Background: an optimization exercise with open tools, aiming at small area and few clock cycles per item. Do not read the settings as production practice. In this exercise RTL edits were held to simulation tests only and were not proved equivalent to the original. Power and IR drop assume default switching activity.

## run R
==> flow/design.v (excerpt) <==
module pcx_top (
	clk,
	rst_l,
	spc0_pcx_req_pq,
	spc0_pcx_atom_pq,
	spc0_pcx_data_pa,
	spc1_pcx_req_pq,
	spc1_pcx_atom_pq,
	spc1_pcx_data_pa,
	spc2_pcx_req_pq,
	spc2_pcx_atom_pq,
	spc2_pcx_data_pa,
	spc3_pcx_req_pq,
	spc3_pcx_atom_pq,
	spc3_pcx_data_pa,
	spc4_pcx_req_pq,
	spc4_pcx_atom_pq,
	spc4_pcx_data_pa,
	spc5_pcx_req_pq,
	spc5_pcx_atom_pq,
	spc5_pcx_data_pa,
	spc6_pcx_req_pq,
	spc6_pcx_atom_pq,
	spc6_pcx_data_pa,
	spc7_pcx_req_pq,
	spc7_pcx_atom_pq,
	spc7_pcx_data_pa,
	sctag0_pcx_stall_pq,
	sctag1_pcx_stall_pq,
	sctag2_pcx_stall_pq,
	sctag3_pcx_stall_pq,
	io_pcx_stall_pq,
	pcx_spc0_grant_px,
	pcx_spc1_grant_px,
	pcx_spc2_grant_px,
	pcx_spc3_grant_px,
	pcx_spc4_grant_px,
	pcx_spc5_grant_px,
	pcx_spc6_grant_px,
	pcx_spc7_grant_px,
	pcx_sctag0_data_rdy_px1,
	pcx_sctag0_atm_px1,
	pcx_sctag0_data_px2,
	pcx_sctag1_data_rdy_px1,
	pcx_sctag1_atm_px1,
	pcx_sctag1_data_px2,
	pcx_sctag2_data_rdy_px1,
	pcx_sctag2_atm_px1,
	pcx_sctag2_data_px2,
	pcx_sctag3_data_rdy_px1,
	pcx_sctag3_atm_px1,
	pcx_sctag3_data_px2,
	pcx_fpio_data_rdy_px2,
	pcx_fpio_data_px2,
	pcx_io_data_rdy_px2,
	pcx_io_data_px2
);
Settings: LEC_CHECK=0, CAP_MARGIN=20, CORE_MARGIN=2, CORE_UTILIZATION=55, SLEW_MARGIN=20; clock period 5.5 ns.
standard.sh (not shown) runs the stock make flow with config.mk's settings and CLKGATE_MAP_FILE= SYNTH_SCRIPT=/design/flow/synth_recipe.tcl, a recipe that flattens the netlist after the stock synthesis.
==> flow/flow/run.sh <==
#!/bin/bash
# Own flow: the standard layout (standard.sh, unchanged synthesis), with
# two layout choices the flow settings cannot express:
#   * the port buffers are sky130_fd_sc_hd__buf_2 instead of the default
#     delay cell (every input and output port still gets its own buffer);
#   * clock tree synthesis without dummy loads, with larger sink clusters.
# Each tool's full output stays in orfs/logs/; make's own output in make.log.
set -euo pipefail
bash standard.sh \
  "BUFFER_PORTS_ARGS=-buffer_cell sky130_fd_sc_hd__buf_2" \
  "CTS_ARGS=-sink_clustering_enable -repair_clock_nets -sink_clustering_size 30 -sink_clustering_max_diameter 60 -dont_use_dummy_load" \
  finish > make.log 2>&1
To summarise run R: no stage aborted, but the layout did not pass its checks, failing on max-slew violations, negative setup slack.
Testbench counts of run R, summed over its fixed seeds: cycles 3,822, packets 13,484.
#### Input delta (run M over run R)
Settings: CORE_UTILIZATION changed from 55 to 50.
diff --git a/flow/flow/run.sh b/flow/flow/run.sh
--- a/flow/flow/run.sh
+++ b/flow/flow/run.sh
@@ -11 +11 @@
-  "CTS_ARGS=-sink_clustering_enable -repair_clock_nets -sink_clustering_size 30 -sink_clustering_max_diameter 60 -dont_use_dummy_load" \
+  "CTS_ARGS=-sink_clustering_enable -repair_clock_nets -sink_clustering_size 25 -sink_clustering_max_diameter 70 -dont_use_dummy_load" \
## What came out
- Final checks on run M, whose flow otherwise completed, came back failing, citing max-slew violations, negative setup slack.
- Run M vs run R: routed length on met3 down by a few percent
- Relative to run R, the die width measured on run M has increased by a few percent.
- Run M vs run R: initial antenna violation count up


== the reference run ==
pcx_top, a different RTL version from the one above (not shown whole).
Size in the first run: roughly 11000 flip-flops, roughly 1800 I/O pins.
export LEC_CHECK = 0
export CAP_MARGIN = 30
export CORE_MARGIN = 2
export CORE_UTILIZATION = 60
export SLEW_MARGIN = 50
create_clock -name core_clock -period 5.5 [get_ports {clk}]
==> flow/flow/run.sh <==
#!/bin/bash
# Own flow: the standard layout (standard.sh, unchanged synthesis), with
# two layout choices the flow settings cannot express:
#   * the port buffers are sky130_fd_sc_hd__buf_1 instead of the default
#     delay cell (every input and output port still gets its own buffer);
#   * clock tree synthesis without dummy loads, with larger sink clusters.
# Each tool's full output stays in orfs/logs/; make's own output in make.log.
set -euo pipefail
bash standard.sh \
  "BUFFER_PORTS_ARGS=-buffer_cell sky130_fd_sc_hd__buf_1" \
  "CTS_ARGS=-sink_clustering_enable -repair_clock_nets -sink_clustering_size 25 -sink_clustering_max_diameter 70 -dont_use_dummy_load" \
  finish > make.log 2>&1
The reference run did not stop at any stage, and its layout met the timing, DRC and antenna checks.
Testbench counts of the reference run, summed over its fixed seeds: cycles 3,842, packets 13,484.
Edits applied to the flow inputs when going from the reference run to the trial run:
==> flow/flow/run.sh <==
#!/bin/bash
# Own flow: the standard layout (standard.sh, unchanged synthesis), with
# two layout choices the flow settings cannot express:
#   * the port buffers are sky130_fd_sc_hd__buf_2 instead of the default
#     delay cell (every input and output port still gets its own buffer);
#   * clock tree synthesis without dummy loads, with larger sink clusters.
# Each tool's full output stays in orfs/logs/; make's own output in make.log.
set -euo pipefail
bash standard.sh \
  "BUFFER_PORTS_ARGS=-buffer_cell sky130_fd_sc_hd__buf_2" \
  "CTS_ARGS=-sink_clustering_enable -repair_clock_nets -sink_clustering_size 30 -sink_clustering_max_diameter 80 -dont_use_dummy_load" \
  finish > make.log 2>&1
### Flow results
The trial run -> the reference run: routed wire length on met3 flat. Global-route usage, the trial run and the reference run, higher one = the reference run. Delta (the trial run minus the reference run): via count now larger; detail-routed net length per standard cell about even; clock share of power now smaller; final design utilization closely matched the old numbers. Relative to the reference run, the maximum number of pins on one net before global-route repair of the trial run is lower by about 20%. In terms of global-route track usage on met1, the trial run and the reference run differ only marginally. Against the reference run, detailed-route vias per instance in the trial run rose slightly. The trial run reports a higher share of cells above drive strength 1 than the reference run does.


Another version of the RTL of pcx_top (not shown whole).
For scale: ~20000 cells after synthesis, about 1800 I/O pins.
Settings: LEC_CHECK=0, CAP_MARGIN=30, CORE_MARGIN=2, CORE_UTILIZATION=50, SLEW_MARGIN=50; clock period 5.5 ns.
==> flow/flow/run.sh <==
#!/bin/bash
# Own flow: the standard layout (standard.sh, unchanged synthesis), with
# two layout choices the flow settings cannot express:
#   * the port buffers are sky130_fd_sc_hd__buf_1 instead of the default
#     delay cell (every input and output port still gets its own buffer);
#   * clock tree synthesis without dummy loads, with larger sink clusters.
# Each tool's full output stays in orfs/logs/; make's own output in make.log.
set -euo pipefail
bash standard.sh \
  "BUFFER_PORTS_ARGS=-buffer_cell sky130_fd_sc_hd__buf_1" \
  "CTS_ARGS=-sink_clustering_enable -repair_clock_nets -sink_clustering_size 25 -sink_clustering_max_diameter 70 -dont_use_dummy_load" \
  finish > make.log 2>&1
The first run finished but failed the layout checks on setup timing.
Testbench counts at the start, summed over its fixed seeds: cycles 3,825, packets 13,484.
==> next run, changes <==
==> flow/flow/run.sh (replaced) <==
#!/bin/bash
# Own flow: the standard layout (standard.sh, unchanged synthesis), with
# two layout choices the flow settings cannot express:
#   * the port buffers are sky130_fd_sc_hd__buf_2 instead of the default
#     delay cell (every input and output port still gets its own buffer);
#   * clock tree synthesis without dummy loads, with larger sink clusters.
# Each tool's full output stays in orfs/logs/; make's own output in make.log.
set -euo pipefail
bash standard.sh \
  "BUFFER_PORTS_ARGS=-buffer_cell sky130_fd_sc_hd__buf_2" \
  "CTS_ARGS=-sink_clustering_enable -repair_clock_nets -sink_clustering_size 30 -sink_clustering_max_diameter 80 -dont_use_dummy_load" \
  finish > make.log 2>&1
- CORE_UTILIZATION: 50 -> 60
With this change the flow reached the layout checks and failed them: antenna rules, setup timing.
Clock skew rose by 0.026 ns.
Routed wire length fell by 2.9%.
Power fell by 1.7%.
Worst setup slack gets better by 0.038 ns.
Clock power fell by 9.3%.
Die area fell by 17%.
Synthesized cell count does not change.
First-iteration DRC count rose by 4.6%.

-- afterwards: timing with drivers on the ports --
Ports are ideal in the flow. The routed layouts listed here were re-timed in OpenROAD.
Step 1 (the two cells are an assumption about what drives the block):
set clk [get_ports {clk}]
set_driving_cell -lib_cell sky130_fd_sc_hd__clkbuf_16 $clk
set_driving_cell -lib_cell sky130_fd_sc_hd__buf_2 [delete_from_list [all_inputs] $clk]
Step 2 adds t to the input delays and takes it off the output delays; t is the mean of the earliest and latest rising clock arrival at the registers after step 1. Input paths then give back, and output paths get back, about the clock's delay inside the block.
a / b / c = no drivers / after step 1 / after step 2; a / b = the first two.
| run | shift t [ns] | setup slack, ns | hold slack, ns | worst register clock-pin slew, ns | worst data-port slew with drivers (ns) | cell pins on the clock port's net |
|---|---|---|---|---|---|---|
| run R | 1.331 | -0.075 / -0.245 / -0.145 | 0.066 / -0.052 / 0.456 | 0.11 / 0.11 | 0.63 | 1 |
| run M | 1.335 | -0.109 / -0.278 / -0.291 | 0.124 / -0.023 / 0.451 | 0.11 / 0.11 | 0.67 | 1 |
| the reference run | 1.356 | 0.138 / -0.029 / -0.066 | 0.091 / -0.050 / 0.349 | 0.10 / 0.10 | 0.65 | 1 |
| the trial run | 1.321 | 0.289 / 0.121 / -0.138 | 0.113 / -0.036 / 0.447 | 0.12 / 0.12 | 0.62 | 1 |
| the first run of note 3 | 1.365 | -0.038 / -0.198 / -0.426 | 0.056 / -0.082 / 0.449 | 0.11 / 0.11 | 0.70 | 1 |
| the second run of note 3 | 1.293 | -0.001 / -0.166 / -0.181 | 0.091 / -0.050 / 0.392 | 0.12 / 0.12 | 0.57 | 1 |
Met with ideal ports but missed after step 2: setup timing in the reference run and the trial run. The setup slack of the trial run, which loses most, moves by -0.168 ns with the drivers and by -0.427 ns with both steps.
